What follows belongs to an exercise in optimizing a design on an open flow for small area, a short achievable clock period and few clock cycles per item; a production flow would make more cautious choices.
In this exercise RTL edits were held to simulation tests only and were not proved equivalent to the original.
No driver is modelled on the clock port, so clocking that relies on it looks cheaper here than on a real chip.
Power figures rest on the tool's default switching activity, not on a simulated workload.

[design/flow/design.v]
module jpc_idecode(
    input  wire        clk,
    input  wire        rst,
    input  wire [31:0] instr_I,
    input  wire        instr_valid_I,
    input  wire        decode_ready_I,
    output wire        instr_ready_O,
    output wire [6:0]  opcode_O,
    output wire [2:0]  funct3_O,
    output wire [4:0]  rd_O,
    output wire [31:0] imm32_O,
    output wire [4:0]  rs1_O,
    output wire [4:0]  rs2_O,
    output wire [6:0]  funct7_O,
    output wire        ecall_O,
    output wire        ebreak_O,
    output wire        fence_O,
    output wire        fence_i_O,
    output wire        error_O,
    output reg         decode_valid_O
);
    assign instr_ready_O = decode_ready_I;
    always @(posedge clk or posedge rst) begin
        if (rst)
            decode_valid_O <= 1'b0;
        else
            decode_valid_O <= instr_valid_I & decode_ready_I;
    end
    wire [31:0] i  = instr_I;
    wire [6:0]  op = i[6:0];
    wire        s  = i[31];
    wire op_opimm = (op == 7'b0010011);
    wire op_load  = (op == 7'b0000011);
    wire op_jalr  = (op == 7'b1100111);
    wire op_store = (op == 7'b0100011);
    wire op_br    = (op == 7'b1100011);
    wire op_jal   = (op == 7'b1101111);
    wire op_lui   = (op == 7'b0110111);
    wire op_auipc = (op == 7'b0010111);
    wire op_op    = (op == 7'b0110011);
    wire op_sys   = (op == 7'b1110011);
    wire op_fence = (op == 7'b0001111);
    wire fmt_i = op_opimm | op_load | op_jalr;
    wire fmt_u = op_lui | op_auipc;
    wire upper_zero = (i[31:21] == 11'd0);
    wire d_imm0  = (fmt_i & i[20]) | (op_store & i[7]) | (fmt_u & i[12]);
    wire d_imm11 = ((fmt_i | op_store) & s) | (op_br & i[7]) | (op_jal & i[20]) | (fmt_u & i[23]);
    wire d_hi    = (fmt_i | op_store | op_br | op_jal) & s;
    wire d_mid   = (fmt_i | op_store | op_br) & s;
    wire d_ij    = fmt_i | op_jal;
    wire d_sb    = op_store | op_br;
    wire d_isbj  = fmt_i | op_store | op_br | op_jal;
    wire d_sysz  = op_sys & upper_zero;
    wire d_fen   = op_fence & (i[14:13] == 2'b00);
    wire d_err   = ~(fmt_i | op_store | op_br | op_jal | fmt_u | op_op | op_sys | op_fence)
                 | (op_jalr & (i[14:12] != 3'b000))
                 | (op_sys & ~upper_zero)
                 | (op_fence & (i[14:13] != 2'b00));
    reg [31:0] ir;
    reg        imm0_r, imm11_r, hi_r, mid_r, ij_r, sb_r, isbj_r, j_r, u_r;
    reg        sysz_r, fen_r, err_r;
    always @(posedge clk) begin
        ir      <= instr_I;
        imm0_r  <= d_imm0;
        imm11_r <= d_imm11;
        hi_r    <= d_hi;
        mid_r   <= d_mid;
        ij_r    <= d_ij;
        sb_r    <= d_sb;
        isbj_r  <= d_isbj;
        j_r     <= op_jal;
        u_r     <= fmt_u;
        sysz_r  <= d_sysz;
        fen_r   <= d_fen;
        err_r   <= d_err;
    end
    assign opcode_O = ir[6:0];
    assign rd_O     = ir[11:7];
    assign funct3_O = ir[14:12];
    assign rs1_O    = ir[19:15];
    assign rs2_O    = ir[24:20];
    assign funct7_O = ir[31:25];
    assign imm32_O[0]     = imm0_r;
    assign imm32_O[4:1]   = ({4{ij_r}} & ir[24:21]) | ({4{sb_r}} & ir[11:8]) | ({4{u_r}} & ir[16:13]);
    assign imm32_O[10:5]  = ({6{isbj_r}} & ir[30:25]) | ({6{u_r}} & ir[22:17]);
    assign imm32_O[11]    = imm11_r;
    assign imm32_O[19:12] = {8{mid_r}} | ({8{j_r}} & ir[19:12]) | ({8{u_r}} & ir[31:24]);
    assign imm32_O[31:20] = {12{hi_r}};
    assign ecall_O   = sysz_r & ~ir[20];
    assign ebreak_O  = sysz_r &  ir[20];
    assign fence_O   = fen_r  & ~ir[12];
    assign fence_i_O = fen_r  &  ir[12];
    assign error_O   = err_r;
endmodule
[design/flow/flow/run.sh]
#!/bin/bash
# The standard layout with three changes:
#  - synthesis maps the logic with an area-oriented ABC script (flow/synth.tcl is the standard flow's
#    standard synthesis script with only ABC's script replaced by flow/abc_area.script);
#  - the port buffers are the platform's smallest plain buffer (buf_1) instead of the
#    default pick, a delay cell;
#  - clock tree synthesis is replaced by flow/clock.tcl: a few clock buffers, each at the
#    centre of a group of nearby flip-flops, driven directly by the clock port.
# Each tool's full output goes to a log of its own in this folder.
set -euo pipefail
HERE=$(pwd)
export MY_ABC_SCRIPT=$HERE/flow/abc_area.script
SYN="SYNTH_SCRIPT=$HERE/flow/synth.tcl"
PORTS="BUFFER_PORTS_ARGS=-buffer_cell sky130_fd_sc_hd__buf_1"
bash standard.sh "$SYN" "$PORTS" place > flow_place.log 2>&1
MARGIN=$(sed -n "s/^export SETUP_SLACK_MARGIN *= *//p" config.mk)
SETUP_SLACK_MARGIN=${MARGIN:-0} RES_DIR=orfs/results/$FLOW_PLATFORM/jpc_idecode/base \
  CLOCK_GROUPS=3 CLOCK_BUF=sky130_fd_sc_hd__clkbuf_8 \
  openroad -no_init -exit flow/clock.tcl > flow_clock.log 2>&1
bash standard.sh "$SYN" "$PORTS" finish > flow_finish.log 2>&1
[design/flow/flow/abc_area.script]
&get -n
&st
&dch
&nf
&put
[design/flow/flow/clock.tcl]
# Clock distribution in place of ORFS's clock tree synthesis: the flip-flops are split into
# a few groups by position (k-means), and one clock buffer at the centre of each group drives
# that group's clock pins; the clock port drives only these buffers. Then the same timing
# repair and legalisation as ORFS's CTS step, and its outputs (4_1_cts.odb, 4_cts.sdc).
set res $::env(RES_DIR)
set k $::env(CLOCK_GROUPS)
set buf_cell $::env(CLOCK_BUF)
read_liberty $::env(FLOW_HOME)/platforms/sky130hd/lib/sky130_fd_sc_hd__tt_025C_1v80.lib
read_db $res/3_place.odb
read_sdc $res/3_place.sdc
source $::env(FLOW_HOME)/platforms/sky130hd/setRC.tcl

set block [ord::get_db_block]
set dbu [$block getDbUnitsPerMicron]

# clock pin of each flip-flop and its position in um
set pts {}
foreach pin [all_registers -clock_pins] {
  set bbox [[sta::sta_to_db_inst [get_cells -of_objects $pin]] getBBox]
  lappend pts [list $pin [expr {([$bbox xMin] + [$bbox xMax]) / 2.0 / $dbu}] \
                         [expr {([$bbox yMin] + [$bbox yMax]) / 2.0 / $dbu}]]
}
set n [llength $pts]

# k-means, seeded with points spread along x+y
set sorted [lsort -real -command {apply {{a b} {
  set d [expr {[lindex $a 1] + [lindex $a 2] - [lindex $b 1] - [lindex $b 2]}]
  expr {$d < 0 ? -1 : ($d > 0 ? 1 : 0)}}}} $pts]
set cents {}
for {set c 0} {$c < $k} {incr c} {
  set p [lindex $sorted [expr {int(($c + 0.5) * $n / $k)}]]
  lappend cents [list [lindex $p 1] [lindex $p 2]]
}
for {set it 0} {$it < 50} {incr it} {
  for {set c 0} {$c < $k} {incr c} { set grp($c) {}; set sx($c) 0.0; set sy($c) 0.0 }
  foreach p $pts {
    set best 0; set bd 1e30
    for {set c 0} {$c < $k} {incr c} {
      set dx [expr {[lindex $p 1] - [lindex $cents $c 0]}]
      set dy [expr {[lindex $p 2] - [lindex $cents $c 1]}]
      set d [expr {$dx * $dx + $dy * $dy}]
      if {$d < $bd} { set bd $d; set best $c }
    }
    lappend grp($best) [lindex $p 0]
    set sx($best) [expr {$sx($best) + [lindex $p 1]}]
    set sy($best) [expr {$sy($best) + [lindex $p 2]}]
  }
  set new {}
  for {set c 0} {$c < $k} {incr c} {
    set m [llength $grp($c)]
    if {$m == 0} { lappend new [lindex $cents $c] } else {
      lappend new [list [expr {$sx($c) / $m}] [expr {$sy($c) / $m}]]
    }
  }
  set cents $new
}

# final assignment with at most ceil(n/k) flip-flops per group: nearest pairs first
set cap [expr {($n + $k - 1) / $k}]
set pairs {}
foreach p $pts {
  for {set c 0} {$c < $k} {incr c} {
    set dx [expr {[lindex $p 1] - [lindex $cents $c 0]}]
    set dy [expr {[lindex $p 2] - [lindex $cents $c 1]}]
    lappend pairs [list [expr {$dx * $dx + $dy * $dy}] [lindex $p 0] $c [lindex $p 1] [lindex $p 2]]
  }
}
for {set c 0} {$c < $k} {incr c} { set grp($c) {}; set sx($c) 0.0; set sy($c) 0.0 }
set done [dict create]
foreach q [lsort -real -index 0 $pairs] {
  lassign $q d pin c x y
  if {[dict exists $done $pin] || [llength $grp($c)] >= $cap} { continue }
  dict set done $pin 1
  lappend grp($c) $pin
  set sx($c) [expr {$sx($c) + $x}]
  set sy($c) [expr {$sy($c) + $y}]
}
set cents {}
for {set c 0} {$c < $k} {incr c} {
  set m [llength $grp($c)]
  if {$m == 0} { lappend cents {0 0} } else { lappend cents [list [expr {$sx($c) / $m}] [expr {$sy($c) / $m}]] }
}

for {set c 0} {$c < $k} {incr c} {
  if {[llength $grp($c)] == 0} { continue }
  lassign [lindex $cents $c] x y
  puts "clock group $c: [llength $grp($c)] flip-flops, buffer at $x $y"
  set sta_buf [insert_buffer -buffer_cell $buf_cell -net clk -load_pins $grp($c) \
    -location [list $x $y] -buffer_name clkbuf_$c -net_name clknet_$c]
  set buf [sta::sta_to_db_inst $sta_buf]
  foreach term {A X} { [[$buf findITerm $term] getNet] setSigType CLOCK }
}

set_propagated_clock [all_clocks]
estimate_parasitics -placement
detailed_placement
estimate_parasitics -placement
set margin 0
if {[info exists ::env(SETUP_SLACK_MARGIN)]} { set margin $::env(SETUP_SLACK_MARGIN) }
repair_timing -setup -setup_margin $margin -repair_tns 100
repair_timing -hold -hold_margin 0
detailed_placement
check_placement -verbose
report_checks -path_delay max -group_path_count 5 -format end
report_check_types -max_slew -max_capacitance -violators
foreach pin [all_registers -clock_pins] {
  set s [get_property $pin slew_max]
  if {![info exists worst] || $s > $worst} { set worst $s }
}
puts "worst flip-flop clock slew (estimated): $worst"
write_db $res/4_1_cts.odb
write_sdc -no_timestamp $res/4_cts.sdc
[design/flow/flow/synth.tcl]
proc synth {args} { yosys synth -nofsm -noshare {*}$args }
# Technology mapping with an area-oriented ABC script (flow/abc_area.script) in place of
# ORFS's; everything else is the standard synthesis.
proc abc {args} {
  set i [lsearch -exact $args -script]
  if {$i >= 0} { lset args [expr {$i + 1}] $::env(MY_ABC_SCRIPT) }
  yosys abc {*}$args
}
source $::env(SCRIPTS_DIR)/synth.tcl
# left out here: clear keep_hierarchy, flatten, clean up, hide names made inside functions, write 1_2_yosys.v
[design/flow/standard.sh]
#!/bin/bash
# synth_recipe.tcl (not shown) runs the flow's synth.tcl, then flattens the netlist and writes it again
# the make line also repeats each setting of config.mk as NAME=value (left out here)
make -C /OpenROAD-flow-scripts/flow DESIGN_CONFIG=/design/flow/config.mk WORK_HOME=/design/flow/orfs CLKGATE_MAP_FILE= SYNTH_SCRIPT=/design/flow/synth_recipe.tcl "${@:-finish}"
[design/flow/config.mk]
export PLATFORM = sky130hd
export DESIGN_NAME = jpc_idecode
export DESIGN_NICKNAME = jpc_idecode
export VERILOG_FILES = /design/flow/design.v
export SDC_FILE = /design/flow/constraint.sdc
export NUM_CORES = 4
export LEC_CHECK = 0
export CAP_MARGIN = 20
export CORE_MARGIN = 2
export CORE_UTILIZATION = 30
export SETUP_SLACK_MARGIN = 2.65
export SLEW_MARGIN = 20
[design/flow/constraint.sdc]
create_clock -name core_clock -period 5.0 [get_ports {clk}]
set_input_delay 1.0000 -clock core_clock [delete_from_list [all_inputs] [get_ports {clk}]]
set_output_delay 1.0000 -clock core_clock [all_outputs]
set_load 0.01 [all_outputs]
==> results of run 1 <==
==> metrics by stage <==
stage | total power [mW] | cells | setup WS (ns) | area (um^2)
2_1_floorplan | 0.414 | 125 | 2.88 | 1460
3_3_place_gp | 0.445 | 283 | 2.66 | 1830
3_5_place_dp | 0.445 | 283 | 2.59 | 1830
5_1_grt | 0.611 | 286 | 2.72 | 1880
6_report | 0.584 | 286 | 2.77 | 1880
==> registers in the layout (all words and copies together), names as in the netlist <==
signal          count
sysz_r              1
isbj_r              1
j_r                 1
ij_r                1
imm11_r             1
fen_r               1
decode_valid_O      1
hi_r                1
imm0_r              1
mid_r               1
ir                 32
err_r               1
sb_r                1
u_r                 1
==> cell usage after synthesis, types with 3 or more instances <==
master	n
nor2_1	4
nor4_1	3
a22o_1	6
nor3_1	5
a222oi_1	4
clkinv_1	5
nand3_1	3
nor2b_1	3
nand2_1	3
and2_0	4
a221o_1	8
dfxtp_1	44
buf_4	15
==> metal layers <==
metal | global-route usage (%) | up-vias | share of wire (%)
met4 | 1.21 | 0 | 0.87
met1 | 16.5 | 577 | 43
met2 | 23.6 | 85 | 45
li1 | - | 640 | -
met3 | 2.61 | 4 | 11
met5 | 0 | - | 0
==> worst max path at each step <==
stage	endpoint	slack [ns]	from
after floorplan	instr_ready_O	2.88	decode_ready_I
after global placement	err_r	2.66	instr_I[2]
after detailed placement	err_r	2.59	instr_I[2]
after global routing	imm32_O[1]	2.72	u_r
final	instr_ready_O	2.77	decode_ready_I
==> layout make-up <==
type                            instances  area, um^2  area share [%]
Sequential cell                        45         907            48.2
Multi-Input combinational cell         60         434            23.1
Timing Repair Buffer                  106         398            21.1
Tap cell                               67        83.8            4.45
Clock buffer                            3        41.3            2.19
Inverter                                5        18.8           0.997
==> cells by family (layout without fill, tap and decap cells) <==
logic type             after synthesis  after routing  share of synthesized area, %
AO/OA/AOI/OAI                       26             26                          15.8
buffers and inverters               20            114                          8.97
flip-flops                          45             45                          61.9
AND/OR/NAND/NOR                     34             34                          13.3
==> where the power goes <==
| group | leakage, nW | switching, mW | internal [mW] |
|---|---|---|---|
| sequential | 0.380 | 0.0119 | 0.374 |
| combinational | 0.259 | 0.0308 | 0.0196 |
| clock | 0.0216 | 0.0921 | 0.0556 |
| total | 0.661 | 0.135 | 0.449 |
==> impl_metrics.toml, run 1 <==
[run_status]
outcome = "no timing/DRC/antenna violations"

[grt]
grt_max_degree = 19
grt_first_pass_wirelength_mm = 5.60
grt.overflow.total = 0
grt_usage_pct = 13.1
grt_pass1_vias = 1149
antenna_found_initial = 0

[sta]
hold_viol = 0
tns_ns = 0
worst_pin_slew_ns = 0.456
rsz0062_at_grt = "false"
post-route-period-util_pct = 44.5
slew_headroom_pct = 69.3
whs_ns = 0.620
slew_violations = 0
finalCriticalPeriod_ns = 2.23
fmax_mhz = 449
setup_violations = 0

[worst_setup_path]
arrival_ns = 1.23
start_kind = "primary input"
worst_ep_required_time_ns = 4.00
path_max_fanout = 2
criticalPathCategory = "in -> out"
crit_buf_inv = 2
slowest_delay_ns = 0.15
endpoint_kind = "primary output"
cpMaxStageDelayCell = "buf_1"
path_depth = 2
path_cells = "buf_1 > buf_1"
cpLargestDelayFamily = "buffers and inverters"
cp_common_cell = "buf_1"

[floorplan]
core_area_mm2 = 0.00472
ioPinCount = 107
initial_utilization_pct = 31.0
die_height_um = 73.9
die_width_um = 73.9
dieArea_mm2 = 0.00545
rows = 25

[cells_and_area]
fill_cells = 495
mostFrequentLayoutCells = "buf_1 (106), dfxtp_1 (43), a221o_1 (8)"
final_common_cell = "buf_1"
fin_util_pct = 39.9
fin_nets = 257
area_delta_synth_final_pct = 28.6
num_antenna_cells = 0
drive_gt1_share_pct = 2.28

[logic_synthesis]
syn_avg_cell_area_um2 = 11.7
ys_types = 29
synth_warnings = 1
netlist_instances = 125
synthFlopType = "dfxtp_1"
yosysSeqAreaShare_pct = 61.9
syn_nets = 161
synth_edf_count = 0
synthTopCellsByArea = "dfxtp_1 (60%), buf_4 (7.7%), a221o_1 (5.5%), a22o_1 (3.6%), a222oi_1 (2.7%)"
yosysTopAreaCellShare_pct = 60.2
async_flop_share_pct = 2.22
synth_top_area_cell = "dfxtp_1"
synth_area_mm2 = 0.00146
synth-seq-cells = 45

[clock_network]
clkTransAtPathRegs_ns = 0.11

[detailed_routing]
drt_first_iter_violations = 36
drc_errors = 0
ant_nets = 0
drt_pass1_iterations = 4
vias = 1306
routedWlPerCell_um = 13.6
viasPerCell = 4.57
wirelength_mm = 3.90

[run]
maxCapViolCount = 0

[placement]
dp_hpwl_mm = 3.16
numPortBuffers = 106
globalplace.congestion = 0.729

[pwr]
power.density_mw_per_mm2 = 310
p_leak_nw = 0.661
ir_worst_vdd_mv = 0.176

[worst_hold_path]
hold_path.class = "in -> async"
Testbench counts, summed over its fixed seeds: cycles 12,646, items 12,000.
==> run 2: changes to the inputs <==
--- a/design/flow/config.mk
+++ b/design/flow/config.mk
@@ -7,6 +7,6 @@
 export LEC_CHECK = 0
 export CAP_MARGIN = 20
 export CORE_MARGIN = 2
-export CORE_UTILIZATION = 30
+export CORE_UTILIZATION = 35
 export SETUP_SLACK_MARGIN = 2.65
 export SLEW_MARGIN = 20
==> run 2 against run 1 <==
  * Still clean on timing, DRC and antenna
  * Sequential cell count did not move
  * Synthesized cell count is the same
  * Sequential power barely moved
  * Combinational power is essentially flat
  * Area after synthesis unchanged
  * Wire length fell by 3.0%
  * Final area down 1.1%
  * Count of clock-buffer cells in the layout unchanged
  * Via count increased by 1.4%
  * First-iteration DRC count rose to 2.8 times the previous value
  * Power is 0.34% lower
  * Core utilization up 6.7 points
  * Highest routed layer unchanged
==> impl_metrics.toml, run 2 <==
[worst_setup_path]
arrival_ns = 1.22
cpMaxStageDelayCell = "buf_1"
cpLargestDelayFamily = "buffers and inverters"
path_cells = "buf_1 > buf_1"
cp-startpoint = "decode_ready_I"
criticalPathCategory = "in -> out"
worst_ep_required_time_ns = 4.00
crit_buf_inv = 2
path_max_fanout = 2
cp_common_cell = "buf_1"
endpoint_kind = "primary output"
start_kind = "primary input"
slowest_delay_ns = 0.15

[cells_and_area]
drive_gt1_share_pct = 2.28
final_common_cell = "buf_1"
fin_nets = 257
top_register = "ir"
largest_reg_flops = 32
finalInstanceArea_mm2 = 0.00186
num_antenna_cells = 0
mostFrequentLayoutCells = "buf_1 (106), dfxtp_1 (43), a221o_1 (8)"
area_delta_synth_final_pct = 27.2

[logic_synthesis]
synthFlopType = "dfxtp_1"
syn_nets = 161
yosysSeqAreaShare_pct = 61.9
synthTopCellsByArea = "dfxtp_1 (60%), buf_4 (7.7%), a221o_1 (5.5%), a22o_1 (3.6%), a222oi_1 (2.7%)"
yosysMostFrequentCell = "dfxtp_1"
syn_avg_cell_area_um2 = 11.7
async_flop_share_pct = 2.22
synth_top_area_cell = "dfxtp_1"
synth_warnings = 1
yosysTopAreaCellShare_pct = 60.2
synth_area_mm2 = 0.00146
netlist_instances = 125
ys_types = 29
synth_edf_count = 0
synthTopCellsByCount = "dfxtp_1 (44), buf_4 (15), a221o_1 (8)"
synth-seq-cells = 45

[floorplan]
core_area_mm2 = 0.00400
ioPinCount = 107
rows = 23
dieArea_mm2 = 0.00472
die_height_um = 68.7
die_width_um = 68.7
initial_utilization_pct = 36.6

[grt]
grt_max_degree = 19
grt_pass1_vias = 1174
grt_first_pass_wirelength_mm = 5.35
grt.overflow.total = 0
grt_usage_pct = 14.8
antenna_found_initial = 0

[detailed_routing]
routedWlPerCell_um = 14.1
drt_pass1_iterations = 6
wirelength_mm = 3.79
drt_first_iter_violations = 100
ant_nets = 0
vias = 1324
viasPerCell = 4.92
drc_errors = 0

[pwr]
ir_worst_vdd_mv = 0.178
power.density_mw_per_mm2 = 313
p_leak_nw = 0.661

[sta]
setup_violations = 0
whs_ns = 0.622
slew_headroom_pct = 67.6
hold_viol = 0
worst_pin_slew_ns = 0.484
finalCriticalPeriod_ns = 2.22
rsz0062_at_grt = "false"
slew_violations = 0
tns_ns = 0
fmax_mhz = 450
post-route-period-util_pct = 44.5

[clock_network]
clkTransAtPathRegs_ns = 0.10

[placement]
dp_hpwl_mm = 2.98
numPortBuffers = 106
globalplace.congestion = 0.768
placed_area_mm2 = 0.00181

[run_status]
outcome = "no timing/DRC/antenna violations"

[run]
maxCapViolCount = 0

[worst_hold_path]
hold_path.class = "in -> async"
[run 2: cell counts after synthesis]
Identical to the previous run, type by type.
[run 2: report_power, final]
group | internal (mW) | switching (mW) | total, mW | leakage (nW)
clock network | 0.0555 | 0.0904 | 0.146 | 0.0216
logic | 0.0196 | 0.0307 | 0.0503 | 0.259
registers | 0.374 | 0.0117 | 0.386 | 0.380
total | 0.449 | 0.133 | 0.582 | 0.661
[run 2: worst paths after layout]
path                                   to  depth (start not counted)  slack, ns
min in group core_clock            ir[11]                          1       0.92
max in group asynchronous  decode_valid_O                          2       4.30
setup / recovery            instr_ready_O                          2       2.78
hold / removal             decode_valid_O                          2       0.62
[run 2: area by class of cell]
type	instances	area, um^2
fillers	413	2140
flip-flops and latches	45	907
multi-input cells	60	434
repair buffers	106	398
well taps	50	62.6
clock buffers	3	41.3
inverters	5	18.8
[run 2: through the flow]
step	setup slack [ns]	instances	total power [mW]	util, %
floorplan	2.88	125	0.414	-
global placement	2.67	266	0.445	45.3
detailed placement	2.57	266	0.445	45.3
global route	2.71	269	0.610	46.5
finish	2.78	269	0.582	46.5
[run 2: kinds of logic after synthesis]
kind of cell,count (synthesis),share of synthesized area (%)
compound gates,26,15.8
buf+inv,20,8.97
flops,45,61.9
simple gates,34,13.3
[run 2: layer usage]
layer	track usage (%)	vias to the layer above	wire length (um)
met1	18.9	597	1570
met5	0	-	0
met4	1.50	0	36
met3	2.27	5	451
li1	-	637	-
met2	26.9	85	1730
==> run 3: changes to the inputs <==
--- a/design/flow/config.mk
+++ b/design/flow/config.mk
@@ -7,6 +7,6 @@
 export LEC_CHECK = 0
 export CAP_MARGIN = 20
 export CORE_MARGIN = 2
-export CORE_UTILIZATION = 35
+export CORE_UTILIZATION = 40
 export SETUP_SLACK_MARGIN = 2.65
 export SLEW_MARGIN = 20
==> run 3 against run 2 <==
  * Sequential cell count did not move
  * Synthesized cell count did not move
  * Wire length shrank 2.4%
  * Worst hold slack improved by 0.019 ns
  * Final area shrank 0.27%
  * Die area is 12% lower
  * Worst setup slack got worse by 0.0018 ns
  * Power shrank 1.2%
  * Fmax hardly changed
  * Core utilization is 7.8 points higher
  * Sequential share of layout area up 0.13 points
  * Global-route usage up 1.7 points
  * Critical path type unchanged
  * Largest power group unchanged
==> impl_metrics.toml, run 3 <==
[run]
maxCapViolCount = 0

[logic_synthesis]
synthAdderAreaFrac_pct = 0
synthFlopType = "dfxtp_1"
yosysTopAreaCellShare_pct = 60.2
synth_top_area_cell = "dfxtp_1"
ys_types = 29
synthTopCellsByCount = "dfxtp_1 (44), buf_4 (15), a221o_1 (8)"
synthTopCellsByArea = "dfxtp_1 (60%), buf_4 (7.7%), a221o_1 (5.5%), a22o_1 (3.6%), a222oi_1 (2.7%)"
synth_compound_area_share_pct = 15.8
netlist_instances = 125
async_flop_share_pct = 2.22
yosys.area_share.simple_pct = 13.3
synth_xor_area_share_pct = 0
synth_warnings = 1
syn_avg_cell_area_um2 = 11.7
synth_area_mm2 = 0.00146
yosysSeqAreaShare_pct = 61.9
syn_nets = 161
synth_edf_count = 0
synth_top_family_by_area = "compound AO/OA/AOI/OAI gates"
yosysMostFrequentCell = "dfxtp_1"
synth-seq-cells = 45
muxShareOfSynthArea_pct = 0

[floorplan]
die_width_um = 64.5
initial_utilization_pct = 42.9
dieArea_mm2 = 0.00416
rows = 21
die_height_um = 64.5
core_area_mm2 = 0.00342
ioPinCount = 107

[placement]
globalplace.congestion = 0.882
numPortBuffers = 106
placed_cells = 262
pre_cts_ws_ns = 2.61
dp_hpwl_mm = 2.95
placed_area_mm2 = 0.00181

[sta]
slew_headroom_pct = 68.5
worst_pin_slew_ns = 0.469
rsz0062_at_grt = "false"
setup_violations = 0
fmax_mhz = 450
hold_viol = 0
layout_setup_ws_ns = 2.78
slew_violations = 0
tns_ns = 0
whs_ns = 0.641
finalCriticalPeriod_ns = 2.22
post-route-period-util_pct = 44.5

[pwr]
power.density_mw_per_mm2 = 310
p_leak_nw = 0.661
ir_worst_vdd_mv = 0.176
power_mw = 0.575

[worst_setup_path]
cpMaxStageDelayCell = "buf_1"
worst_ep_required_time_ns = 4.00
cp_common_cell = "buf_1"
crit_buf_inv = 2
path_depth = 2
criticalPathCategory = "in -> out"
arrival_ns = 1.22
start_kind = "primary input"
path_cells = "buf_1 > buf_1"
cp-startpoint = "decode_ready_I"
cpLargestDelayFamily = "buffers and inverters"
endpoint_kind = "primary output"
path_max_fanout = 2
slowest_delay_ns = 0.15
endpoint = "instr_ready_O"

[detailed_routing]
routedWlPerCell_um = 13.9
drt_first_iter_violations = 43
wirelength_mm = 3.69
drc_errors = 0
viasPerCell = 4.99
drt_pass1_iterations = 4
ant_nets = 0
vias = 1322

[cells_and_area]
num_antenna_cells = 0
fin_util_pct = 54.4
mostFrequentLayoutCells = "buf_1 (106), dfxtp_1 (43), a221o_1 (8)"
finalInstanceArea_mm2 = 0.00186
area_delta_synth_final_pct = 26.8
top_register = "ir"
final_cells = 265
largest_reg_flops = 32
fill_cells = 328
drive_gt1_share_pct = 2.28
fin_nets = 257
final_common_cell = "buf_1"

[grt]
grt.overflow.total = 0
grt_max_degree = 19
grt_first_pass_wirelength_mm = 5.58
antenna_found_initial = 0
grt_pass1_vias = 1196
grt_usage_pct = 16.5

[worst_hold_path]
hold_path.class = "in -> async"

[clock_network]
clkTransAtPathRegs_ns = 0.08

[run_status]
outcome = "no timing/DRC/antenna violations"
## run 3: cell counts after synthesis
No cell type changed its count.
## run 3: report_power, final
| part | internal, mW | total, mW | switching, mW |
|---|---|---|---|
| clock | 0.0553 | 0.139 | 0.0837 |
| combinational | 0.0196 | 0.0507 | 0.0311 |
| sequential | 0.374 | 0.386 | 0.0113 |
## run 3: cell type report
type / count / area [um^2] / share of cell area (%)
Inverter: 5 / 18.8 / 1.01
Timing Repair Buffer: 106 / 398 / 21.4
Sequential cell: 45 / 907 / 48.9
Tap cell: 46 / 57.6 / 3.10
Multi-Input combinational cell: 60 / 434 / 23.4
Clock buffer: 3 / 41.3 / 2.22
## run 3: worst min path at each step
| stage | slack [ns] | from | end | depth (start not counted) |
|---|---|---|---|---|
| after floorplan | 0.72 | rst | decode_valid_O | 1 |
| after global placement | 0.81 | rst | decode_valid_O | 2 |
| after detailed placement | 0.81 | rst | decode_valid_O | 2 |
| after global routing | 0.64 | rst | decode_valid_O | 2 |
| final | 0.64 | rst | decode_valid_O | 2 |
## run 3: cell families after synthesis
group,Yosys count
compound gates,26
buf+inv,20
flops,45
simple gates,34
## run 3: layer usage
metal  GRT usage, %  vias up  wire length (um)  share of wire [%]
met5              0        -                 0                  0
met4           2.93        0                46                1.2
met3           1.74        6               374                 10
met2           30.6       81              1770                 48
met1           20.9      596              1500                 41
li1               -      639                 -                  -
==> run 4: changes to the inputs <==
--- a/design/flow/config.mk
+++ b/design/flow/config.mk
@@ -8,5 +8,6 @@
 export CAP_MARGIN = 20
 export CORE_MARGIN = 2
 export CORE_UTILIZATION = 40
+export PLACE_DENSITY = 0.7
 export SETUP_SLACK_MARGIN = 2.65
 export SLEW_MARGIN = 20
==> run 4 against run 3 <==
  * Still clean on timing, DRC and antenna
  * Largest power group unchanged
  * Wire length is 2.9% lower
  * First-iteration DRC count up 65%
  * Die area is the same
  * Global-route usage is 0.50 points lower
  * Core utilization fell by 0.15 points
  * Power increased by 0.42%
  * Critical path depth unchanged
  * Worst hold slack better by 0.0036 ns
  * Fmax down 0.25%
  * Worst setup slack lost 0.0056 ns
  * Sequential share of layout area up 0.27 points
==> impl_metrics.toml, run 4 <==
[sta]
hold_viol = 0
post-route-period-util_pct = 44.6
slew_violations = 0
fmax_mhz = 448
finalCriticalPeriod_ns = 2.23
whs_ns = 0.645
slew_headroom_pct = 65.0
tns_ns = 0
setup_violations = 0
worst_pin_slew_ns = 0.524
rsz0062_at_grt = "false"

[logic_synthesis]
synthTopCellsByCount = "dfxtp_1 (44), buf_4 (15), a221o_1 (8)"
synth-seq-cells = 45
synth_compound_area_share_pct = 15.8
muxShareOfSynthArea_pct = 0
synthFlopType = "dfxtp_1"
synthTopCellsByArea = "dfxtp_1 (60%), buf_4 (7.7%), a221o_1 (5.5%), a22o_1 (3.6%), a222oi_1 (2.7%)"
synth_area_mm2 = 0.00146
yosysTopAreaCellShare_pct = 60.2
synthAdderAreaFrac_pct = 0
syn_avg_cell_area_um2 = 11.7
async_flop_share_pct = 2.22
synth_xor_area_share_pct = 0
netlist_instances = 125
synth_warnings = 1
yosys.area_share.simple_pct = 13.3
synth_top_area_cell = "dfxtp_1"
synth_edf_count = 0
ys_types = 29
syn_nets = 161
yosysSeqAreaShare_pct = 61.9
synth_top_family_by_area = "compound AO/OA/AOI/OAI gates"
yosysMostFrequentCell = "dfxtp_1"

[worst_setup_path]
cp_common_cell = "buf_1"
endpoint_kind = "primary output"
worst_ep_required_time_ns = 4.00
criticalPathCategory = "in -> out"
crit_buf_inv = 2
cpLargestDelayFamily = "buffers and inverters"
arrival_ns = 1.23
path_max_fanout = 2
path_cells = "buf_1 > buf_1"
start_kind = "primary input"
slowest_delay_ns = 0.15
cpMaxStageDelayCell = "buf_1"

[worst_hold_path]
hold_path.class = "in -> async"

[grt]
grt_usage_pct = 16.0
antenna_found_initial = 0
grt_pass1_vias = 1175
grt_max_degree = 19
grt_first_pass_wirelength_mm = 5.46
grt.overflow.total = 0

[floorplan]
dieArea_mm2 = 0.00416
core_area_mm2 = 0.00342
die_width_um = 64.5
ioPinCount = 107
initial_utilization_pct = 42.9
rows = 21
die_height_um = 64.5

[pwr]
ir_worst_vdd_mv = 0.157
p_leak_nw = 0.660
power.density_mw_per_mm2 = 312

[run]
maxCapViolCount = 0

[cells_and_area]
top_register = "ir"
fin_nets = 257
drive_gt1_share_pct = 1.83
largest_reg_flops = 32
area_delta_synth_final_pct = 26.5
final_cells = 265
final_common_cell = "buf_1"
mostFrequentLayoutCells = "buf_1 (106), dfxtp_1 (43), a221o_1 (8)"
num_antenna_cells = 0

[detailed_routing]
viasPerCell = 4.95
drc_errors = 0
vias = 1312
ant_nets = 0
drt_first_iter_violations = 71
routedWlPerCell_um = 13.5
wirelength_mm = 3.59
drt_pass1_iterations = 4

[placement]
globalplace.congestion = 0.865
dp_hpwl_mm = 2.86
placed_cells = 262
numPortBuffers = 106

[clock_network]
clkTransAtPathRegs_ns = 0.08

[run_status]
outcome = "no timing/DRC/antenna violations"
## run 4: worst max path at each step
stage / depth (start not counted) / start / to / slack, ns
5_1_grt: 3 / u_r / imm32_O[3] / 2.68
3_5_place_dp: 5 / instr_I[2] / err_r / 2.66
6_report: 2 / decode_ready_I / instr_ready_O / 2.77
3_3_place_gp: 5 / instr_I[2] / err_r / 2.71
2_1_floorplan: 1 / decode_ready_I / instr_ready_O / 2.88
## run 4: metal layers
layer / share of wire, % / vias up / track usage, %
met3: 8.2 / 4 / 1.74
met2: 50 / 63 / 30.2
met5: 0 / - / 0
met4: 1.3 / 0 / 1.86
li1: - / 639 / -
met1: 40 / 606 / 20.2
## run 4: cells by family (layout without fill, tap and decap cells)
logic type,count (synthesis),in the layout
compound gates,26,26
buf+inv,20,114
flops,45,45
simple gates,34,34
## run 4: area by class of cell
cell class	instances	area, um^2
tap	46	57.6
multi-input combinational	60	427
timing repair buffer	106	398
fill	342	1560
inverter	5	18.8
clock buffer	3	41.3
sequential	45	910
## run 4: metrics by stage
stage	total power, mW	util, %	area (um^2)	setup WS [ns]
after floorplan	0.414	-	1460	2.88
after global placement	0.443	52.9	1810	2.71
after detailed placement	0.444	52.9	1810	2.66
after global routing	0.602	54.2	1850	2.68
final	0.578	54.2	1850	2.77
## run 4: power by group
| group | internal (mW) | switching, mW | leakage (nW) | total [mW] |
|---|---|---|---|---|
| Clock | 0.0554 | 0.0877 | 0.0216 | 0.143 |
| Combinational | 0.0195 | 0.0301 | 0.257 | 0.0496 |
| Sequential | 0.374 | 0.0111 | 0.381 | 0.385 |
==> run 5: changes to the inputs <==
--- a/design/flow/config.mk
+++ b/design/flow/config.mk
@@ -8,6 +8,6 @@
 export CAP_MARGIN = 20
 export CORE_MARGIN = 2
 export CORE_UTILIZATION = 40
-export PLACE_DENSITY = 0.7
+export PLACE_DENSITY = 0.9
 export SETUP_SLACK_MARGIN = 2.65
 export SLEW_MARGIN = 20
==> run 5 against run 4 <==
  * Highest routed layer is now met3
  * Sequential share of layout area decreased by 0.27 points
  * Non-clock buffer count unchanged
  * Largest cell class unchanged
  * First-iteration DRC count increased by 24%
  * Still clean
  * Critical path depth increased by 1
==> impl_metrics.toml, run 5 <==
[placement]
placed_area_mm2 = 0.00181
placed_cells = 262
globalplace.congestion = 0.904
dp_hpwl_mm = 3.04
numPortBuffers = 106

[floorplan]
initial_utilization_pct = 42.9
ioPinCount = 107
rows = 21
die_width_um = 64.5
dieArea_mm2 = 0.00416
die_height_um = 64.5
core_area_mm2 = 0.00342

[worst_setup_path]
worst_ep_required_time_ns = 4.00
path_max_fanout = 18
arrival_ns = 1.23
criticalPathCategory = "reg -> out"
cp-startpoint = "u_r"
start_kind = "flip-flop"
endpoint_kind = "primary output"
endpoint = "imm32_O[2]"

[logic_synthesis]
ys_types = 29
yosysMostFrequentCell = "dfxtp_1"
synth_warnings = 1
syn_avg_cell_area_um2 = 11.7
synth_area_mm2 = 0.00146
netlist_instances = 125
synth_edf_count = 0
synthFlopType = "dfxtp_1"
yosysSeqAreaShare_pct = 61.9
async_flop_share_pct = 2.22
yosysTopAreaCellShare_pct = 60.2
synth_top_area_cell = "dfxtp_1"
syn_nets = 161
synthTopCellsByArea = "dfxtp_1 (60%), buf_4 (7.7%), a221o_1 (5.5%), a22o_1 (3.6%), a222oi_1 (2.7%)"
synthTopCellsByCount = "dfxtp_1 (44), buf_4 (15), a221o_1 (8)"
synth-seq-cells = 45

[grt]
grt_usage_pct = 17.2
grt_first_pass_wirelength_mm = 5.81
grt_max_degree = 19
antenna_found_initial = 0
grt.overflow.total = 0
grt_pass1_vias = 1239

[pwr]
ir_worst_vdd_mv = 0.214
power_mw = 0.576
power.density_mw_per_mm2 = 310
p_leak_nw = 0.661

[sta]
hold_viol = 0
fmax_mhz = 448
slew_headroom_pct = 64.0
tns_ns = 0
setup_violations = 0
worst_pin_slew_ns = 0.539
slew_violations = 0
rsz0062_at_grt = "false"
finalCriticalPeriod_ns = 2.23
whs_ns = 0.629
post-route-period-util_pct = 44.7

[cells_and_area]
fin_nets = 257
mostFrequentLayoutCells = "buf_1 (106), dfxtp_1 (43), a221o_1 (8)"
top_register = "ir"
final_cells = 265
area_delta_synth_final_pct = 26.8
num_antenna_cells = 0
final_common_cell = "buf_1"
finalInstanceArea_mm2 = 0.00186
drive_gt1_share_pct = 2.28
largest_reg_flops = 32

[clock_network]
clkTransAtPathRegs_ns = 0.10

[detailed_routing]
ant_nets = 0
routedWlPerCell_um = 14.4
wirelength_mm = 3.82
drt_pass1_iterations = 4
vias = 1325
drc_errors = 0
viasPerCell = 5.00
drt_first_iter_violations = 88

[worst_hold_path]
hold_path.class = "in -> async"

[run_status]
outcome = "no timing/DRC/antenna violations"

[run]
maxCapViolCount = 0
-- run 5: power breakdown --
part           switching [mW]  internal (mW)  total [mW]
registers              0.0117          0.374       0.386
logic                  0.0314         0.0196      0.0510
clock network          0.0841         0.0553       0.139
total                   0.127          0.449       0.576
-- run 5: final cells by class --
class | count | area, um^2
timing repair buffer | 106 | 398
tap | 46 | 57.6
inverter | 5 | 18.8
sequential | 45 | 907
multi-input combinational | 60 | 434
fill | 318 | 1560
clock buffer | 3 | 41.3
-- run 5: kinds of logic (layout without fill, tap and decap cells) --
logic type      Yosys count  count (layout)  share of synthesized area, %
compound gates           26              26                          15.8
flops                    45              45                          61.9
buf+inv                  20             114                          8.97
simple gates             34              34                          13.3
-- run 5: routing by layer --
layer	up-vias	track usage [%]	wire length, um
met2	66	32.2	2080
met1	620	20.7	1470
met4	0	3.46	0
met3	0	2.78	264
met5	-	0	0
li1	639	-	-
-- run 5: critical path, stage by stage, from the launching register on --
cell and delay, ns:
dfxtp_2 0.42, a222oi_1 0.40, clkinv_1 0.12, buf_1 0.14
-- run 5: worst min path at each step --
stage,endpoint,slack (ns),cells past startpoint
after floorplan,decode_valid_O,0.72,1
after global placement,decode_valid_O,0.81,2
final,decode_valid_O,0.63,2
after detailed placement,decode_valid_O,0.81,2
after global routing,decode_valid_O,0.62,2
-- run 5: per-stage QoR --
step	setup WS, ns	util (%)
floorplan	2.88	-
global placement	2.71	52.9
detailed placement	2.61	52.9
global route	2.69	54.4
finish	2.77	54.4
==> run 6: changes to the inputs <==
--- a/design/flow/config.mk
+++ b/design/flow/config.mk
@@ -8,6 +8,6 @@
 export CAP_MARGIN = 20
 export CORE_MARGIN = 2
 export CORE_UTILIZATION = 40
-export PLACE_DENSITY = 0.9
+export PLACE_DENSITY = 0.8
 export SETUP_SLACK_MARGIN = 2.65
 export SLEW_MARGIN = 20
==> run 6 against run 5 <==
  * Still clean on timing, DRC and antenna
  * Synthesized cell count is the same
  * First-iteration DRC count shrank 48%
  * Critical path depth shrank 1
  * Die area is the same
  * Global-route usage shrank 0.93 points
  * Area after synthesis is the same
  * Count of clock-buffer cells in the layout is the same
  * Worst hold slack lost 0.0057 ns
  * Cell count is the same
  * Wire length shrank 4.6%
  * Sequential power is essentially flat
  * Critical endpoint is now instr_ready_O
  * Largest cell class unchanged
==> impl_metrics.toml, run 6 <==
[worst_setup_path]
slowest_delay_ns = 0.15
arrival_ns = 1.23
crit_buf_inv = 2
cpLargestDelayFamily = "buffers and inverters"
criticalPathCategory = "in -> out"
cpMaxStageDelayCell = "buf_1"
path_max_fanout = 2
worst_ep_required_time_ns = 4.00
endpoint_kind = "primary output"
cp_common_cell = "buf_1"
path_cells = "buf_1 > buf_1"
start_kind = "primary input"

[placement]
numPortBuffers = 106
dp_hpwl_mm = 2.88
globalplace.congestion = 0.849
placed_area_mm2 = 0.00181
placed_cells = 262

[worst_hold_path]
hold_path.class = "in -> async"

[floorplan]
die_height_um = 64.5
ioPinCount = 107
rows = 21
core_area_mm2 = 0.00342
dieArea_mm2 = 0.00416
die_width_um = 64.5
initial_utilization_pct = 42.9

[cells_and_area]
num_antenna_cells = 0
finalInstanceArea_mm2 = 0.00185
largest_reg_flops = 32
mostFrequentLayoutCells = "buf_1 (106), dfxtp_1 (43), a221o_1 (8)"
final_common_cell = "buf_1"
drive_gt1_share_pct = 1.83
final_cells = 265
top_register = "ir"
fin_nets = 257
area_delta_synth_final_pct = 26.3

[run]
maxCapViolCount = 0

[detailed_routing]
wirelength_mm = 3.64
drt_first_iter_violations = 46
drc_errors = 0
drt_pass1_iterations = 4
routedWlPerCell_um = 13.7
ant_nets = 0
vias = 1339
viasPerCell = 5.05

[grt]
grt_usage_pct = 16.2
grt.overflow.total = 0
grt_pass1_vias = 1168
antenna_found_initial = 0
grt_max_degree = 19
grt_first_pass_wirelength_mm = 5.37

[sta]
worst_pin_slew_ns = 0.475
tns_ns = 0
finalCriticalPeriod_ns = 2.23
hold_viol = 0
fmax_mhz = 449
rsz0062_at_grt = "false"
setup_violations = 0
post-route-period-util_pct = 44.5
slew_violations = 0
slew_headroom_pct = 68.2

[logic_synthesis]
netlist_instances = 125
syn_nets = 161
syn_avg_cell_area_um2 = 11.7
yosysTopAreaCellShare_pct = 60.2
synth_top_area_cell = "dfxtp_1"
async_flop_share_pct = 2.22
synthTopCellsByArea = "dfxtp_1 (60%), buf_4 (7.7%), a221o_1 (5.5%), a22o_1 (3.6%), a222oi_1 (2.7%)"
ys_types = 29
synthTopCellsByCount = "dfxtp_1 (44), buf_4 (15), a221o_1 (8)"
yosysMostFrequentCell = "dfxtp_1"
synth_area_mm2 = 0.00146
synthFlopType = "dfxtp_1"
synth_edf_count = 0
yosysSeqAreaShare_pct = 61.9
synth-seq-cells = 45
synth_warnings = 1

[pwr]
p_leak_nw = 0.659
ir_worst_vdd_mv = 0.149
power.density_mw_per_mm2 = 312

[run_status]
outcome = "no timing/DRC/antenna violations"

[clock_network]
clkTransAtPathRegs_ns = 0.10
-- run 6: cell counts after synthesis --
Identical to the previous run, type by type.
-- run 6: power breakdown --
group | leakage [nW] | switching [mW] | internal, mW
Clock | 0.0216 | 0.0866 | 0.0554
Combinational | 0.257 | 0.0306 | 0.0195
Sequential | 0.380 | 0.0113 | 0.374
Total | 0.659 | 0.128 | 0.449
-- run 6: area by class of cell --
| cell class | instances | area (um^2) |
|---|---|---|
| sequential | 45 | 907 |
| tap | 46 | 57.6 |
| fill | 320 | 1570 |
| timing repair buffer | 106 | 398 |
| multi-input combinational | 60 | 427 |
| clock buffer | 3 | 41.3 |
| inverter | 5 | 18.8 |
-- run 6: logic make-up (layout without fill, tap and decap cells) --
group	after synthesis	count (layout)	synth area share [%]
simple gates	34	34	13.3
flops	45	45	61.9
buf+inv	20	114	8.97
compound gates	26	26	15.8
-- run 6: path summary, 6_finish.rpt --
check                          startpoint              to  cells after the start  slack (ns)
worst min-delay path                  rst  decode_valid_O                      2        0.62
max in group asynchronous             rst  decode_valid_O                      2        4.30
min in group core_clock       instr_I[17]          ir[17]                      1        0.93
worst max-delay path       decode_ready_I   instr_ready_O                      2        2.77
-- run 6: stage by stage --
step / setup slack (ns) / hold WS, ns / utilization, % / total power [mW]
finish: 2.77 / 0.623 / 54.1 / 0.578
global route: 2.70 / 0.628 / 54.1 / 0.601
detailed placement: 2.66 / 0.808 / 52.9 / 0.444
global placement: 2.70 / 0.807 / 52.9 / 0.444
floorplan: 2.88 / 0.723 / - / 0.414
-- run 6: layer usage --
metal / track usage (%) / vias up / wire length [um]
li1: - / 639 / -
met1: 19.6 / 605 / 1410
met2: 29.7 / 92 / 1720
met3: 4.86 / 3 / 479
met4: 1.33 / 0 / 31
met5: 0 / - / 0
==> run 7: changes to the inputs <==
--- a/design/flow/config.mk
+++ b/design/flow/config.mk
@@ -8,6 +8,6 @@
 export CAP_MARGIN = 20
 export CORE_MARGIN = 2
 export CORE_UTILIZATION = 40
-export PLACE_DENSITY = 0.8
+export PLACE_DENSITY = 0.75
 export SETUP_SLACK_MARGIN = 2.65
 export SLEW_MARGIN = 20
==> run 7 against run 6 <==
  * Worst setup slack got worse by 0.010 ns
  * Highest routed layer unchanged
  * Largest cell class unchanged
  * Area after synthesis unchanged
  * Fmax decreased by 0.46%
==> impl_metrics.toml, run 7 <==
[floorplan]
die_width_um = 64.5
die_height_um = 64.5
initial_utilization_pct = 42.9
dieArea_mm2 = 0.00416
core_area_mm2 = 0.00342
rows = 21
ioPinCount = 107

[placement]
globalplace.congestion = 0.925
pre_cts_ws_ns = 2.59
dp_hpwl_mm = 2.86
numPortBuffers = 106

[worst_setup_path]
criticalPathCategory = "in -> reg"
path_max_fanout = 6
slowest_delay_ns = 0.54
crit_buf_inv = 1
path_depth = 5
cpLargestDelayFamily = "compound AO/OA/AOI/OAI gates"
endpoint = "err_r"
endpoint_kind = "flip-flop"
cpMaxStageDelayCell = "o32ai_1"
path_cells = "buf_1 > nand4bb_1 > o32ai_1 > or3_1 > o31ai_1"
arrival_ns = 2.28
start_kind = "primary input"
worst_ep_required_time_ns = 5.04
cp-startpoint = "instr_I[2]"

[logic_synthesis]
netlist_instances = 125
synth-seq-cells = 45
syn_nets = 161
yosysSeqAreaShare_pct = 61.9
synth_warnings = 1
synth_edf_count = 0
yosysMostFrequentCell = "dfxtp_1"
synthFlopType = "dfxtp_1"
syn_avg_cell_area_um2 = 11.7
synth_top_area_cell = "dfxtp_1"
async_flop_share_pct = 2.22
ys_types = 29
synth_area_mm2 = 0.00146
synthTopCellsByArea = "dfxtp_1 (60%), buf_4 (7.7%), a221o_1 (5.5%), a22o_1 (3.6%), a222oi_1 (2.7%)"
yosysTopAreaCellShare_pct = 60.2
synthTopCellsByCount = "dfxtp_1 (44), buf_4 (15), a221o_1 (8)"

[grt]
antenna_found_initial = 0
grt_pass1_vias = 1165
grt_first_pass_wirelength_mm = 5.38
grt_max_degree = 19
grt_usage_pct = 16.1
grt.overflow.total = 0

[sta]
post-route-period-util_pct = 44.7
slew_violations = 0
worst_pin_slew_ns = 0.519
setup_violations = 0
finalCriticalPeriod_ns = 2.24
fmax_mhz = 447
tns_ns = 0
rsz0062_at_grt = "false"
layout_setup_ws_ns = 2.76
slew_headroom_pct = 65.1
hold_viol = 0

[cells_and_area]
area.sequential_um2 = 910
fill_cells = 341
multiInputGateArea_um2 = 427
largest_reg_flops = 32
area_delta_synth_final_pct = 26.5
num_antenna_cells = 0
final_common_cell = "buf_1"
drive_gt1_share_pct = 1.83
mostFrequentLayoutCells = "buf_1 (106), dfxtp_1 (43), a221o_1 (8)"
top_register = "ir"
fin_nets = 257

[pwr]
pwr-share-comb_pct = 8.7
power_mw = 0.576
clockPowerShare_pct = 24.3
p_leak_nw = 0.660
ir_worst_vdd_mv = 0.165
internal_power_mw = 0.449
power.density_mw_per_mm2 = 311
p_sw_mw = 0.127
sequentialPowerShare_pct = 66.9
switching_share_pct = 22.1

[detailed_routing]
viasPerCell = 4.95
vias = 1313
routedWlPerCell_um = 13.7
drc_errors = 0
ant_nets = 0
drt_pass1_iterations = 4
wirelength_mm = 3.64
drt_first_iter_violations = 75

[run_status]
outcome = "no timing/DRC/antenna violations"

[run]
maxCapViolCount = 0

[clock_network]
clkTransAtPathRegs_ns = 0.09

[worst_hold_path]
hold_path.class = "in -> async"
==> run 7: changes by cell type in the layout (fill, tap and decap cells not counted) <==
cell and change:
dfxtp_2 -1, dfxtp_4 +1
==> run 7: how the worst min path moves through the flow <==
stage,startpoint,endpoint,slack (ns),cells past startpoint
after global placement,rst,decode_valid_O,0.81,2
after detailed placement,rst,decode_valid_O,0.81,2
after floorplan,rst,decode_valid_O,0.72,1
after global routing,rst,decode_valid_O,0.62,2
final,rst,decode_valid_O,0.63,2
==> run 7: final cells by class <==
cell class	instances	share of cell area (%)
sequential	45	49.1
multi-input combinational	60	23.0
timing repair buffer	106	21.5
tap	46	3.11
clock buffer	3	2.23
inverter	5	1.01
==> run 7: kinds of logic after synthesis <==
family                 after synthesis  synth area share, %
flip-flops                          45                 61.9
buffers and inverters               20                 8.97
AND/OR/NAND/NOR                     34                 13.3
AO/OA/AOI/OAI                       26                 15.8
==> run 7: layer usage <==
metal	part of all wire (%)	up-vias	GRT usage, %
li1	-	639	-
met1	43	581	21.0
met2	46	90	29.2
met3	10	3	2.78
met4	0.38	0	1.06
met5	0	-	0
==> run 7: power groups by stage <==
stage	clock [mW]	sequential, mW	combinational [mW]
3_3_place_gp	0	0.394	0.0499
6_report	0.140	0.385	0.0503
5_1_grt	0.163	0.387	0.0550
2_1_floorplan	0	0.399	0.0156
3_5_place_dp	0	0.394	0.0505
==> run 7: through the flow <==
step / instance area (um^2) / hold WS (ns) / instances / util [%]
after global placement: 1810 / 0.808 / 262 / 52.9
final: 1850 / 0.632 / 265 / 54.2
after detailed placement: 1810 / 0.811 / 262 / 52.9
after global routing: 1850 / 0.622 / 265 / 54.2
after floorplan: 1460 / 0.723 / 125 / -
==> run 8: changes to the inputs <==
--- a/design/flow/config.mk
+++ b/design/flow/config.mk
@@ -8,6 +8,6 @@
 export CAP_MARGIN = 20
 export CORE_MARGIN = 2
 export CORE_UTILIZATION = 40
-export PLACE_DENSITY = 0.75
+export GPL_TIMING_DRIVEN = 0
 export SETUP_SLACK_MARGIN = 2.65
 export SLEW_MARGIN = 20
==> run 8 against run 7 <==
  * Non-clock buffer count is 15 higher
  * Power is 1.3% higher
  * Sequential cell count stayed put
  * Critical path type is now in -> out
  * Sequential power hardly changed
  * Cell count is 5.7% higher
  * Synthesized cell count stayed put
  * Worst setup slack worse by 0.077 ns
==> impl_metrics.toml, run 8 <==
[run_status]
outcome = "no timing/DRC/antenna violations"

[grt]
grt_max_degree = 19
grt_usage_pct = 17.4
grt_pass1_vias = 1222
grt.overflow.total = 0
antenna_found_initial = 0
grt_first_pass_wirelength_mm = 5.88

[cells_and_area]
multiInputGateArea_um2 = 434
finalInstanceArea_mm2 = 0.00197
area_delta_synth_final_pct = 34.5
largest_reg_flops = 32
top_register = "ir"
final_cells = 280
drive_gt1_share_pct = 8.55
fin_util_pct = 57.7
final_common_cell = "buf_1"
mostFrequentLayoutCells = "buf_1 (106), dfxtp_1 (43), buf_4 (15)"
num_antenna_cells = 0
area.sequential_um2 = 907
fin_nets = 272
fill_cells = 325

[sta]
setup_violations = 0
finalCriticalPeriod_ns = 2.31
tns_ns = 0
worst_pin_slew_ns = 0.464
fmax_mhz = 432
whs_ns = 0.638
slew_violations = 0
slew_headroom_pct = 69.0
hold_viol = 0
post-route-period-util_pct = 46.3
rsz0062_at_grt = "false"
layout_setup_ws_ns = 2.69

[placement]
dp_hpwl_mm = 2.99
pre_cts_ws_ns = 2.59
placed_cells = 277
placed_area_mm2 = 0.00192
globalplace.congestion = 0.834
numPortBuffers = 106

[clock_network]
clkTransAtPathRegs_ns = 0.09

[logic_synthesis]
synthTopCellsByArea = "dfxtp_1 (60%), buf_4 (7.7%), a221o_1 (5.5%), a22o_1 (3.6%), a222oi_1 (2.7%)"
yosysMostFrequentCell = "dfxtp_1"
synth_top_area_cell = "dfxtp_1"
synth-seq-cells = 45
synth_area_mm2 = 0.00146
ys_types = 29
netlist_instances = 125
synthFlopType = "dfxtp_1"
yosysSeqAreaShare_pct = 61.9
synthTopCellsByCount = "dfxtp_1 (44), buf_4 (15), a221o_1 (8)"
yosysTopAreaCellShare_pct = 60.2
syn_avg_cell_area_um2 = 11.7
async_flop_share_pct = 2.22
synth_warnings = 1
syn_nets = 161
synth_edf_count = 0

[floorplan]
core_area_mm2 = 0.00342
initial_utilization_pct = 42.9
die_height_um = 64.5
ioPinCount = 107
rows = 21
die_width_um = 64.5
dieArea_mm2 = 0.00416

[detailed_routing]
drt_first_iter_violations = 55
drt_pass1_iterations = 4
vias = 1345
wirelength_mm = 3.83
viasPerCell = 4.80
routedWlPerCell_um = 13.7
drc_errors = 0
ant_nets = 0

[worst_setup_path]
cp_common_cell = "buf_1"
criticalPathCategory = "in -> out"
slowest_delay_ns = 0.14
cpMaxStageDelayCell = "buf_1"
cp-startpoint = "decode_ready_I"
path_max_fanout = 2
endpoint_kind = "primary output"
path_cells = "buf_1 > buf_4 > buf_1"
worst_ep_required_time_ns = 4.00
arrival_ns = 1.31
start_kind = "primary input"
cpLargestDelayFamily = "buffers and inverters"
crit_buf_inv = 3

[run]
maxCapViolCount = 0

[pwr]
ir_worst_vdd_mv = 0.173
power.density_mw_per_mm2 = 296
p_leak_nw = 0.742
power_mw = 0.583

[worst_hold_path]
hold_path.class = "in -> async"
## run 8: layout make-up
| cell class | instances | area share [%] |
|---|---|---|
| Sequential cell | 45 | 46.1 |
| Multi-Input combinational cell | 60 | 22.0 |
| Timing Repair Buffer | 106 | 20.2 |
| Buffer | 15 | 5.72 |
| Tap cell | 46 | 2.92 |
| Clock buffer | 3 | 2.10 |
| Inverter | 5 | 0.953 |
## run 8: cell families after synthesis
logic type	Yosys count	synth area share, %
AO/OA/AOI/OAI	26	15.8
flip-flops	45	61.9
buffers and inverters	20	8.97
AND/OR/NAND/NOR	34	13.3
## run 8: path summary, 6_finish.rpt
path | end | depth (start not counted)
max | instr_ready_O | 3
min | decode_valid_O | 2
max in group asynchronous | decode_valid_O | 2
min in group core_clock | ir[15] | 1
## run 8: power by group
group          internal, mW  switching, mW  leakage (nW)
Combinational        0.0224         0.0316         0.340
Clock                0.0554         0.0882        0.0216
Sequential            0.374         0.0113         0.380
Total                 0.452          0.131         0.742
## run 8: layer usage
metal  vias up  wire length [um]  GRT usage (%)
li1        666                 -              -
met1       602              1670           21.5
met2        75              1840           33.3
met3         2               304           1.91
met4         0                21           2.13
met5         -                 0              0
==> run 9: changes to the inputs <==
--- a/design/flow/flow/run.sh
+++ b/design/flow/flow/run.sh
@@ -15,6 +15,6 @@
 bash standard.sh "$SYN" "$PORTS" place > flow_place.log 2>&1
 MARGIN=$(sed -n "s/^export SETUP_SLACK_MARGIN *= *//p" config.mk)
 SETUP_SLACK_MARGIN=${MARGIN:-0} RES_DIR=orfs/results/$FLOW_PLATFORM/jpc_idecode/base \
-  CLOCK_GROUPS=3 CLOCK_BUF=sky130_fd_sc_hd__clkbuf_8 \
+  CLOCK_GROUPS=4 CLOCK_BUF=sky130_fd_sc_hd__clkbuf_4 \
   openroad -no_init -exit flow/clock.tcl > flow_clock.log 2>&1
 bash standard.sh "$SYN" "$PORTS" finish > flow_finish.log 2>&1
--- a/design/flow/config.mk
+++ b/design/flow/config.mk
@@ -8,6 +8,5 @@
 export CAP_MARGIN = 20
 export CORE_MARGIN = 2
 export CORE_UTILIZATION = 40
-export GPL_TIMING_DRIVEN = 0
 export SETUP_SLACK_MARGIN = 2.65
 export SLEW_MARGIN = 20
==> run 9 against run 8 <==
  * Wire length down 2.2%
  * Area after synthesis unchanged
  * Worst hold slack worse by 0.034 ns
  * First-iteration DRC count did not move
  * Synthesized cell count unchanged
  * Worst setup slack improved by 0.087 ns
  * Sequential cell count is the same
  * Clock power is 15% lower
  * Final area is 6.3% lower
  * Global-route usage decreased by 0.58 points
  * Critical path type is now reg -> out
  * Largest cell class unchanged
  * Highest routed layer unchanged
==> impl_metrics.toml, run 9 <==
[run_status]
outcome = "no timing/DRC/antenna violations"

[placement]
numPortBuffers = 106
dp_hpwl_mm = 2.95
placed_area_mm2 = 0.00181
placed_cells = 262
globalplace.congestion = 0.882

[cells_and_area]
num_antenna_cells = 0
multiInputGateArea_um2 = 434
largest_reg_flops = 32
fill_cells = 327
fin_nets = 258
final_cells = 266
final_common_cell = "buf_1"
top_register = "ir"
area.sequential_um2 = 907
mostFrequentLayoutCells = "buf_1 (106), dfxtp_1 (43), a221o_1 (8)"
area_delta_synth_final_pct = 26.1
drive_gt1_share_pct = 2.73
finalInstanceArea_mm2 = 0.00185

[clock_network]
clkTransAtPathRegs_ns = 0.12

[floorplan]
die_width_um = 64.5
dieArea_mm2 = 0.00416
rows = 21
die_height_um = 64.5
initial_utilization_pct = 42.9
core_area_mm2 = 0.00342
ioPinCount = 107

[pwr]
p_leak_nw = 0.658
ir_worst_vdd_mv = 0.167
power.density_mw_per_mm2 = 303

[sta]
fmax_mhz = 449
whs_ns = 0.604
finalCriticalPeriod_ns = 2.23
rsz0062_at_grt = "false"
worst_pin_slew_ns = 0.493
tns_ns = 0
hold_viol = 0
post-route-period-util_pct = 44.5
slew_violations = 0
slew_headroom_pct = 66.8
setup_violations = 0

[worst_setup_path]
criticalPathCategory = "reg -> out"
start_kind = "flip-flop"
path_depth = 3
worst_ep_required_time_ns = 4.00
path_max_fanout = 18
crit_buf_inv = 2
arrival_ns = 1.23
cpMaxStageDelayCell = "dfxtp_2"
endpoint = "imm32_O[2]"
cp-startpoint = "u_r"
endpoint_kind = "primary output"
cpLargestDelayFamily = "flip-flops"
path_cells = "a222oi_1 > clkinv_1 > buf_1"
slowest_delay_ns = 0.43

[logic_synthesis]
netlist_instances = 125
synthTopCellsByCount = "dfxtp_1 (44), buf_4 (15), a221o_1 (8)"
synth_edf_count = 0
synth_top_area_cell = "dfxtp_1"
synth-seq-cells = 45
yosysSeqAreaShare_pct = 61.9
synthFlopType = "dfxtp_1"
synth_warnings = 1
async_flop_share_pct = 2.22
yosysMostFrequentCell = "dfxtp_1"
yosysTopAreaCellShare_pct = 60.2
syn_nets = 161
synth_area_mm2 = 0.00146
ys_types = 29
syn_avg_cell_area_um2 = 11.7
synthTopCellsByArea = "dfxtp_1 (60%), buf_4 (7.7%), a221o_1 (5.5%), a22o_1 (3.6%), a222oi_1 (2.7%)"

[grt]
antenna_found_initial = 0
grtUsageMet2_pct = 30.6
grt_max_degree = 19
grt_first_pass_wirelength_mm = 5.66
grt-busiest-layer = "met2"
met1_usage_pct = 21.5
grtUsageMet3_pct = 2.26
grt.overflow.total = 0
grt_usage_pct = 16.8
grt_pass1_vias = 1202

[detailed_routing]
drc_errors = 0
drt_first_iter_violations = 55
vias = 1346
drt_pass1_iterations = 4
viasPerCell = 5.06
ant_nets = 0
wirelength_mm = 3.75
routedWlPerCell_um = 14.1

[run]
maxCapViolCount = 0

[worst_hold_path]
hold_path.class = "in -> async"
run 9: changes by cell type in the layout (fill, tap and decap cells not counted):
cell and change:
clkbuf_4 +4, buf_4 -15, clkbuf_8 -3
run 9: worst min path at each step:
stage / startpoint / to / slack, ns / cells after the start
after floorplan: rst / decode_valid_O / 0.72 / 1
after global placement: rst / decode_valid_O / 0.81 / 2
after detailed placement: rst / decode_valid_O / 0.81 / 2
after global routing: rst / decode_valid_O / 0.59 / 2
final: rst / decode_valid_O / 0.60 / 2
run 9: cell families after synthesis:
logic type / count (synthesis) / synth area share (%)
flops: 45 / 61.9
simple gates: 34 / 13.3
compound gates: 26 / 15.8
buf+inv: 20 / 8.97
run 9: per-stage QoR:
stage | power, mW | setup WS, ns | utilization, %
3_5_place_dp | 0.445 | 2.61 | 52.9
3_3_place_gp | 0.443 | 2.71 | 52.9
6_report | 0.560 | 2.77 | 54.0
5_1_grt | 0.590 | 2.66 | 54.0
2_1_floorplan | 0.414 | 2.88 | -
run 9: per-layer routing:
layer / share of wire, % / routed length [um]
met1: 39 / 1480
met2: 49 / 1820
met3: 11 / 394
met4: 1.4 / 53
met5: 0 / 0
run 9: power by group:
group / internal (mW) / switching, mW / leakage (nW) / total, mW
Clock: 0.0385 / 0.0849 / 0.0184 / 0.123
Sequential: 0.374 / 0.0112 / 0.380 / 0.386
Combinational: 0.0196 / 0.0309 / 0.259 / 0.0506
run 9: cell type report:
class | instances | area share (%)
clock buffer | 4 | 1.63
inverter | 5 | 1.02
multi-input combinational | 60 | 23.5
sequential | 45 | 49.2
tap | 46 | 3.12
timing repair buffer | 106 | 21.6
==> run 10: changes to the inputs <==
--- a/design/flow/flow/run.sh
+++ b/design/flow/flow/run.sh
@@ -15,6 +15,6 @@
 bash standard.sh "$SYN" "$PORTS" place > flow_place.log 2>&1
 MARGIN=$(sed -n "s/^export SETUP_SLACK_MARGIN *= *//p" config.mk)
 SETUP_SLACK_MARGIN=${MARGIN:-0} RES_DIR=orfs/results/$FLOW_PLATFORM/jpc_idecode/base \
-  CLOCK_GROUPS=4 CLOCK_BUF=sky130_fd_sc_hd__clkbuf_4 \
+  CLOCK_GROUPS=2 CLOCK_BUF=sky130_fd_sc_hd__clkbuf_8 \
   openroad -no_init -exit flow/clock.tcl > flow_clock.log 2>&1
 bash standard.sh "$SYN" "$PORTS" finish > flow_finish.log 2>&1
==> run 10 against run 9 <==
  * Core utilization is the same
  * Final area is the same
  * Wire length shrank 1.1%
  * Fmax shrank 0.60%
  * Worst hold slack lost 0.0052 ns
  * Non-clock buffer count is the same
  * Critical path depth is the same
  * Combinational power is essentially flat
  * Sequential cell count is the same
  * First-iteration DRC count shrank 20%
  * Worst setup slack lost 0.013 ns
  * Cell count shrank 0.75%
  * Critical path type unchanged
  * Highest routed layer unchanged
==> impl_metrics.toml, run 10 <==
[grt]
grt_first_pass_wirelength_mm = 5.55
antenna_found_initial = 0
grt_pass1_vias = 1180
grt_usage_pct = 16.5
grt.overflow.total = 0
grt_max_degree = 24

[cells_and_area]
fin_nets = 256
num_antenna_cells = 0
area_delta_synth_final_pct = 26.1
final_common_cell = "buf_1"
top_register = "ir"
fill_cells = 331
mostFrequentLayoutCells = "buf_1 (106), dfxtp_1 (43), a221o_1 (8)"
largest_reg_flops = 32
drive_gt1_share_pct = 1.83

[clock_network]
clkTransAtPathRegs_ns = 0.12

[sta]
setup_violations = 0
slew_headroom_pct = 66.0
hold_viol = 0
fmax_mhz = 447
layout_setup_ws_ns = 2.76
worst_pin_slew_ns = 0.505
post-route-period-util_pct = 44.8
tns_ns = 0
finalCriticalPeriod_ns = 2.24
slew_violations = 0
rsz0062_at_grt = "false"

[detailed_routing]
vias = 1340
drc_errors = 0
drt_pass1_iterations = 4
wirelength_mm = 3.71
viasPerCell = 5.08
ant_nets = 0
routedWlPerCell_um = 14.0
drt_first_iter_violations = 44

[pwr]
p_leak_nw = 0.654
power_mw = 0.558
power.density_mw_per_mm2 = 302
ir_worst_vdd_mv = 0.241

[logic_synthesis]
ys_types = 29
synthFlopType = "dfxtp_1"
synthTopCellsByCount = "dfxtp_1 (44), buf_4 (15), a221o_1 (8)"
synth-seq-cells = 45
synth_warnings = 1
netlist_instances = 125
synth_edf_count = 0
async_flop_share_pct = 2.22
synth_top_area_cell = "dfxtp_1"
syn_avg_cell_area_um2 = 11.7
synth_area_mm2 = 0.00146
yosysMostFrequentCell = "dfxtp_1"
syn_nets = 161
yosysSeqAreaShare_pct = 61.9
yosysTopAreaCellShare_pct = 60.2
synthTopCellsByArea = "dfxtp_1 (60%), buf_4 (7.7%), a221o_1 (5.5%), a22o_1 (3.6%), a222oi_1 (2.7%)"

[worst_setup_path]
arrival_ns = 1.24
cp-startpoint = "u_r"
cpMaxStageDelayCell = "dfxtp_4"
crit_buf_inv = 2
slowest_delay_ns = 0.43
worst_ep_required_time_ns = 4.00
path_max_fanout = 18
start_kind = "flip-flop"
criticalPathCategory = "reg -> out"
path_cells = "a222oi_1 > clkinv_1 > buf_1"
cpLargestDelayFamily = "flip-flops"
endpoint_kind = "primary output"

[run_status]
outcome = "no timing/DRC/antenna violations"

[placement]
dp_hpwl_mm = 2.95
numPortBuffers = 106
pre_cts_ws_ns = 2.61
globalplace.congestion = 0.882

[run]
maxCapViolCount = 0

[floorplan]
die_width_um = 64.5
initial_utilization_pct = 42.9
die_height_um = 64.5
ioPinCount = 107
dieArea_mm2 = 0.00416
core_area_mm2 = 0.00342
rows = 21

[worst_hold_path]
hold_path.class = "in -> async"
## run 10: cell types whose count changed in the layout (fill, tap and decap cells not counted), sizes merged
cell / before / now
clkbuf: 4 / 2
## run 10: stage by stage
| stage | area (um^2) | hold slack (ns) | utilization, % | instances |
|---|---|---|---|---|
| final | 1850 | 0.599 | 54.0 | 264 |
| after floorplan | 1460 | 0.723 | - | 125 |
| after global routing | 1850 | 0.591 | 54.0 | 264 |
| after detailed placement | 1810 | 0.807 | 52.9 | 262 |
| after global placement | 1810 | 0.806 | 52.9 | 262 |
## run 10: logic make-up (layout without fill, tap and decap cells)
kind of cell,after synthesis,after routing,synth area share [%]
buffers and inverters,20,113,8.97
flip-flops,45,45,61.9
AND/OR/NAND/NOR,34,34,13.3
AO/OA/AOI/OAI,26,26,15.8
## run 10: report_power, final
group	switching (mW)	internal, mW
registers	0.0113	0.374
clock network	0.0843	0.0377
logic	0.0310	0.0196
## run 10: final cells by class
| cell class | instances | area (um^2) | share of cell area, % |
|---|---|---|---|
| clock buffers | 2 | 27.5 | 1.49 |
| inverters | 5 | 18.8 | 1.02 |
| multi-input cells | 60 | 434 | 23.5 |
| flip-flops and latches | 45 | 910 | 49.3 |
| well taps | 46 | 57.6 | 3.12 |
| repair buffers | 106 | 398 | 21.6 |
## run 10: routing by layer
| metal | track usage (%) | vias to the layer above | part of all wire [%] |
|---|---|---|---|
| met5 | 0 | - | 0 |
| met4 | 2.13 | 0 | 0.92 |
| met3 | 1.56 | 6 | 9.2 |
| met2 | 30.5 | 85 | 49 |
| met1 | 21.4 | 613 | 41 |
| li1 | - | 636 | - |
## run 10: final timing paths
check | to | slack (ns) | cells after the start
max in group asynchronous | decode_valid_O | 4.32 | 2
hold / removal | decode_valid_O | 0.60 | 2
setup / recovery | imm32_O[2] | 2.76 | 3
min in group core_clock | ir[16] | 0.90 | 1
